Source: an optimization exercise on an open RTL-to-GDS flow (aim: small area, a short achievable clock period and few clock cycles per item). Production flows keep margins and buffers that such runs may drop. In this exercise RTL edits were held to simulation tests only and were not proved equivalent to the original.

==> flow/design.v (excerpt) <==
module exec_unit_top
(
    input  logic        clk,
    input  logic        rst,
    input  logic        branch_mispredict,
    input  logic        in_valid,
    input  logic [6:0]  opcode,
    input  logic [6:0]  funct7,
    input  logic [2:0]  funct3,
    input  logic        alu_cmp,
    input  logic [2:0]  aluop,
    input  logic [2:0]  cmpop,
    input  logic [31:0] rs1_v,
    input  logic [31:0] rs2_v,
    input  logic [3:0]  rob_id_dest,
    output logic        ready,
    output logic [3:0]  rob_id,
    output logic [31:0] rd_data
);
    logic is_m, is_mul, is_div;
    assign is_m   = (opcode == 7'b0110011) && (funct7 == 7'b0000001);
    assign is_mul = is_m & ~funct3[2];
    assign is_div = is_m &  funct3[2];
    logic        busy, done;
    logic [3:0]  cnt;
    logic [63:0] acc;      
    logic [1:0]  pend;     
    logic [32:0] bal;      
    logic [31:0] alu_f;
    alu_cmp_unit u_alu (
        .alu_cmp(alu_cmp), .aluop(aluop), .cmpop(cmpop),
        .a(rs1_v), .b(rs2_v), .f(alu_f)
    );
    function automatic logic [4:0] fits(input logic [32:0] v);
        logic [32:0] d;
        d = v ^ {33{v[32]}};       
        for (int k = 1; k <= 5; k++) fits[k-1] = ((d >> (6*k-1)) == 33'd0);
    endfunction
    function automatic logic [6:0] chunk(input logic [32:0] v, input logic [3:0] k);
        logic [36:0] e;
        e = {{3{v[32]}}, v, 1'b0};
        case (k)
            4'd0:    chunk = e[6:0];
            4'd1:    chunk = e[12:6];
            4'd2:    chunk = e[18:12];
            4'd3:    chunk = e[24:18];
            4'd4:    chunk = e[30:24];
            default: chunk = e[36:30];
        endcase
    endfunction
    function automatic logic [6:0] topchunk(input logic [32:0] v, input logic [4:0] f);
        logic [36:0] e;
        e = {{3{v[32]}}, v, 1'b0};
        topchunk = f[0] ? e[6:0] : 7'd0;
        for (int k = 1; k < 5; k++)
            if (f[k] & ~f[k-1]) topchunk = topchunk | e[6*k+6 -: 7];
        if (~f[4]) topchunk = topchunk | e[36:30];
    endfunction
    function automatic logic [3:0] nchunks(input logic [4:0] f);
        nchunks = 4'd6;
  ...
For scale: roughly 5,100 cells after synthesis, ~110 flip-flops, roughly 29,000 sq um of cells after synthesis.
==> flow/config.mk <==
export PLATFORM = sky130hd
export DESIGN_NAME = exec_unit_top
export DESIGN_NICKNAME = exec_unit_top
export VERILOG_FILES = /design/flow/design.v
export SDC_FILE = /design/flow/constraint.sdc
export NUM_CORES = 4
export LEC_CHECK = 0
export ABC_AREA = 1
export CAP_MARGIN = 20
export CORE_MARGIN = 2
export CORE_UTILIZATION = 40
export SETUP_SLACK_MARGIN = 1.5
export SLEW_MARGIN = 20
==> flow/constraint.sdc <==
create_clock -name core_clock -period 12.0 [get_ports {clk}]
set_input_delay 2.4000 -clock core_clock [delete_from_list [all_inputs] [get_ports {clk}]]
set_output_delay 2.4000 -clock core_clock [all_outputs]
set_load 0.01 [all_outputs]
run.sh (not shown) runs the stock make flow with config.mk's settings and CLKGATE_MAP_FILE= SYNTH_SCRIPT=/design/flow/synth_recipe.tcl, a recipe that flattens the netlist after the stock synthesis.
The baseline ran to the end with no violations.
Testbench counts at the start, summed over its fixed seeds: cycles 10,517, items 5,600.
Rerun with:
- SETUP_SLACK_MARGIN: 1.5 -> 2.5
What happened: The new run passed the timing, design-rule and antenna checks; fmax climbs by 9.9%; via count climbs by 2.7%; die area does not change; worst setup slack gains 0.93 ns; design area climbs by 7.3%; hold slack loses 0.012 ns; clock skew climbs by 0.0030 ns.

---

fjord:
exec_unit_top again, from the RTL that the note above started with.
clock: 12.0 ns
lec_check: 0
abc_area: 1
cap_margin: 20
core_margin: 2
core_utilization: 50
setup_slack_margin: 2
slew_margin: 20
Testbench counts of fjord, summed over its fixed seeds: cycles 10,517, items 5,600.
### fjord -> violet
- changing SETUP_SLACK_MARGIN from 2 to 1
- changing CORE_UTILIZATION from 50 to 40
==> comparison <==
Going from fjord to violet, height of the chip now larger; flip-flop and latch count closely matched the old numbers.
Compared violet vs fjord, and estimated wirelength of the detail-placed design is up in violet.

## port drivers added, routing unchanged
No port has a modelled driver above. Below, the same layouts with a new extraction and two added sets of constraints. Step 1 sets driving cells, clkbuf_16 on the clock port and buf_2 on the other inputs (assumed; they add their load-dependent delay and slew). Step 2 also shifts input and output timing later by t, the mid clock arrival at the registers, as if the neighbouring blocks saw the same clock. Three values: no drivers, after step 1, after step 2; two values: the first two.
run	t (ns)	setup slack, ns	worst hold slack (ns)
the first run of note 1	0.474	1.680 / 1.657 / 1.475	0.522 / 0.522 / 0.522
the second run of note 1	0.471	2.608 / 2.586 / 2.197	0.509 / 0.509 / 0.509
fjord	0.454	1.895 / 1.872 / 1.854	0.468 / 0.468 / 0.468
violet	0.474	1.332 / 1.266 / 1.042	0.517 / 0.517 / 0.517
After both steps every run listed still meets setup and hold. The setup slack of the second run of note 1, which loses most, moves by -0.022 ns with the drivers and by -0.411 ns with both steps.
